Source: an optimization exercise on an open RTL-to-GDS flow (aim: small area and a short achievable clock period). Production flows keep margins and buffers that such runs may drop. RTL that was checked went through simulation tests only; none was proved equivalent to the original.

==> v39 <==
==> flow/design.v (excerpt) <==
module synthesis_direct_FIR(out, inp, clk, rstn);
    localparam X_SIZE = 16;    
    localparam Y_SIZE = 26;    
    output [Y_SIZE-1:0] out;
    input [X_SIZE-1:0] inp;
    input clk, rstn;
    direct_FIR DIR_FIR(.out(out), .inp(inp), .clk(clk), .rstn(rstn));
endmodule
export LEC_CHECK = 0
export CAP_MARGIN = 20
export CORE_MARGIN = 2
export CORE_UTILIZATION = 80
export CTS_BUF_LIST = sky130_fd_sc_hd__clkbuf_16
export CTS_CLUSTER_DIAMETER = 80
export CTS_CLUSTER_SIZE = 25
export SLEW_MARGIN = 20
export SYNTH_HIERARCHICAL = 1
export SYNTH_MINIMUM_KEEP_SIZE = 0
create_clock -name core_clock -period 11.5 [get_ports {clk}]
standard.sh (not shown) runs the stock make flow with config.mk's settings and CLKGATE_MAP_FILE= SYNTH_SCRIPT=/design/flow/synth_recipe.tcl, a recipe that flattens the netlist after the stock synthesis.
==> flow/flow/run.sh <==
#!/bin/bash
# Own layout flow: the standard ORFS flow, with the port buffers built
# from regular buffers instead of delay buffers, and setup repair asked to
# leave a margin (SETUP_MARGIN ns) so that it also works on paths that
# already meet the design's clock period.
set -euo pipefail
cd "$(dirname "$0")/.."
export BUFFER_PORTS_ARGS="-buffer_cell sky130_fd_sc_hd__buf_2"
export SETUP_SLACK_MARGIN=${SETUP_MARGIN:-8.25}
bash standard.sh > standard_make.log 2>&1
==> v23 (differences from v39) <==
--- a/flow/flow/run.sh
+++ b/flow/flow/run.sh
@@ -7,3 +7,3 @@
 cd "$(dirname "$0")/.."
-export BUFFER_PORTS_ARGS="-buffer_cell sky130_fd_sc_hd__buf_2"
+export BUFFER_PORTS_ARGS="-buffer_cell sky130_fd_sc_hd__buf_4"
 export SETUP_SLACK_MARGIN=${SETUP_MARGIN:-8.25}
CORE_UTILIZATION = 65   (was 80)
==> v6 (differences from v39) <==
CORE_UTILIZATION = 65   (was 80)
==> notes.md <==
item	v39	v6	v23
Run status	timing/DRC/antenna clean	timing/DRC/antenna clean	timing/DRC/antenna clean
Tapcell Cnt	265	324	324
Met3 Routed Length	9300 um	5300 um	4580 um
Top metal layer carrying routed signals	met5	met4	met4
Most Used Layer, Global Route	met2	met2	met1
WL final	58800 um	39000 um	39000 um
GR Util All Layers	0.515	0.327	0.328
First-pass GRT wire length	75800 um	59300 um	60200 um
Hold slack final	0.424 ns	0.424 ns	0.430 ns
Met2 wire len	25300 um	16700 um	17000 um
Clk pin slew, worst setup/hold paths	0.11 ns	0.10 ns	0.09 ns

* * *

==> inputs of v28 <==
synthesis_direct_FIR, a different RTL version from the one above (not shown whole).
Design synthesis_direct_FIR, start of the top module:
module synthesis_direct_FIR(out, inp, clk, rstn);
    localparam X_SIZE = 16;    
    localparam Y_SIZE = 26;    
    output [Y_SIZE-1:0] out;
    input [X_SIZE-1:0] inp;
    input clk, rstn;
    direct_FIR DIR_FIR(.out(out), .inp(inp), .clk(clk), .rstn(rstn));
endmodule
clock: 11.5 ns
lec_check: 0
cap_margin: 20
core_margin: 2
core_utilization: 65
cts_buf_list: sky130_fd_sc_hd__clkbuf_16
cts_cluster_diameter: 80
cts_cluster_size: 25
slew_margin: 20
synth_hierarchical: 1
synth_minimum_keep_size: 0
==> flow/flow/run.sh <==
#!/bin/bash
# Own layout flow: the standard ORFS flow, with the port buffers built
# from regular buffers instead of delay buffers, and setup repair asked to
# leave a margin (SETUP_MARGIN ns) so that it also works on paths that
# already meet the design's clock period.
set -euo pipefail
cd "$(dirname "$0")/.."
export BUFFER_PORTS_ARGS="-buffer_cell sky130_fd_sc_hd__buf_2"
export SETUP_SLACK_MARGIN=${SETUP_MARGIN:-8.1}
bash standard.sh > standard_make.log 2>&1
==> v27 (differences from v28) <==
--- a/flow/config.mk
+++ b/flow/config.mk
@@ -11,4 +11,4 @@
 export CTS_BUF_LIST = sky130_fd_sc_hd__clkbuf_16
-export CTS_CLUSTER_DIAMETER = 80
-export CTS_CLUSTER_SIZE = 25
+export CTS_CLUSTER_DIAMETER = 90
+export CTS_CLUSTER_SIZE = 30
 export SLEW_MARGIN = 20
==> notes <==
v27 passed the timing, design-rule and antenna checks. v28 passed the timing, design-rule and antenna checks. Against v28, the non-clock buffer count of v27 is lower by 5. In die area, v27 and v28 do not differ. Worst setup slack: v28 is higher than v27 (2.3 ps). Against v28, the worst hold slack of v27 is worse by 1.1 ps. Between v27 and v28, the lower clock-buffer cell count is in v27 (gap 2). In v27 the first-iteration DRC count is lower than in v28, by about 19%.
No run of this note included a check of the RTL's function; only the layout flow was run.

* * *

==> inputs of run a <==
Another version of the RTL of synthesis_direct_FIR (not shown whole).
export LEC_CHECK = 0
export CAP_MARGIN = 20
export CORE_MARGIN = 2
export CORE_UTILIZATION = 40
export SLEW_MARGIN = 20
export SYNTH_HIERARCHICAL = 1
export SYNTH_MINIMUM_KEEP_SIZE = 0
create_clock -name core_clock -period 11.5 [get_ports {clk}]
run.sh (not shown) runs the stock make flow with config.mk's settings and CLKGATE_MAP_FILE= SYNTH_SCRIPT=/design/flow/synth_recipe.tcl, a recipe that flattens the netlist after the stock synthesis.
Stock flow here: none of the scripts above is used.
==> run b: changes against run a <==
--- a/flow/design.v
+++ b/flow/design.v
@@ -1605,15 +1605,17 @@
     fa3 us1015 (.a(s915), .b(c966), .c(s967), .s(s1015), .co(c1016));
     fa3 us1017 (.a(c916), .b(s969), .c(c968), .s(s1017), .co(c1018));
     fa3 us1019 (.a(c920), .b(s971), .c(c970), .s(s1019), .co(c1020));
     fa3 us1021 (.a(c924), .b(s973), .c(c972), .s(s1021), .co(c1022));
     fa3 us1023 (.a(c928), .b(s975), .c(c974), .s(s1023), .co(c1024));
     wire [25:0] ra = {~1'b0, c1024, c1022, c1020, c1018, c1016, c1014, c1012, c1010, c1008, c1006, c1004, c1002, c1000, c998, c996, c994, c992, c990, c988, c986, c984, c982, c980, c978, s977};
     wire [25:0] rb = {1'b0, c976, s1023, s1021, s1019, s1017, s1015, s1013, s1011, s1009, s1007, s1005, s1003, s1001, s999, s997, s995, s993, s991, s989, s987, s985, s983, s981, s979, s839};
-    wire [25:0] sum = ra + rb;
+    reg [25:0] pa, pb;
+    always @(posedge clk) begin pa <= ra; pb <= rb; end
+    wire [25:0] sum = pa + pb;
     always @(posedge clk) out <= sum;
 endmodule
 module fa3 (a, b, c, s, co);
     input a, b, c;
     output s, co;
     assign s = a ^ b ^ c;
     assign co = (a & b) | (a & c) | (b & c);
==> results.sh <==
export IMPL_status="timing/DRC/antenna clean"
export IMPL_synth_compound_area_frac=0.03171
export IMPL_crit_cells=16
export IMPL_die_height_microns=190.1
export IMPL_drt_wirelength_per_cell_microns=25.48
export IMPL_met1_length_microns=14030
export IMPL_multi_input_area_sq_mm=0.01088
export IMPL_reg2reg_depth=16
export IMPL_use_met3=0.05202
[end of results for run a]
==> results.sh <==
export IMPL_hp_start="DIR_FIR.pb[0]"
export IMPL_multi_input_area_sq_mm=0.01107
export IMPL_status="timing/DRC/antenna clean"
export IMPL_met1_length_microns=16190
export IMPL_die_height_microns=198.1
export IMPL_crit_cells=8
export IMPL_reg2reg_depth=8
export IMPL_use_met3=0.05025
export IMPL_synth_compound_area_frac=0.03530
export IMPL_drt_wirelength_per_cell_microns=24.90
export IMPL_yosysWarnings=7
[end of results for run b]
Function not checked in run a: the RTL went through the layout flow alone.

afterwards: timing with drivers on the ports:
Ports are ideal in the flow. The routed layouts listed here were re-timed in OpenROAD.
Step 1 assumes that a clkbuf_16 drives the clock port and a buf_2 every other input.
Step 2 moves the port delays by t, midway between the first and last clock arrival at a register: inputs arrive t later, outputs are due t later. That takes back most of the time a late clock gives input paths.
Three values: no drivers, after step 1, after step 2; two values: the first two.
| run | t, ns | setup slack, ns | worst setup path at the end | clock arrival spread, ns |
|---|---|---|---|---|
| v39 | 0.550 | 7.857 / 7.857 / 7.857 | register to register | 0.050 / 0.050 |
| v23 | 0.532 | 8.162 / 8.162 / 8.162 | register to register | 0.017 / 0.017 |
| v6 | 0.550 | 8.250 / 8.199 / 8.250 | register to register | 0.031 / 0.031 |
| v28 | 0.540 | 8.076 / 8.076 / 8.076 | register to register | 0.034 / 0.034 |
| v27 | 0.532 | 8.074 / 8.074 / 8.074 | register to register | 0.034 / 0.034 |
| run a | 0.475 | 5.044 / 5.044 / 5.044 | register to register | 0.016 / 0.016 |
| run b | 0.514 | 6.848 / 6.848 / 6.848 | register to register | 0.017 / 0.017 |
After both steps every run listed still meets setup and hold.
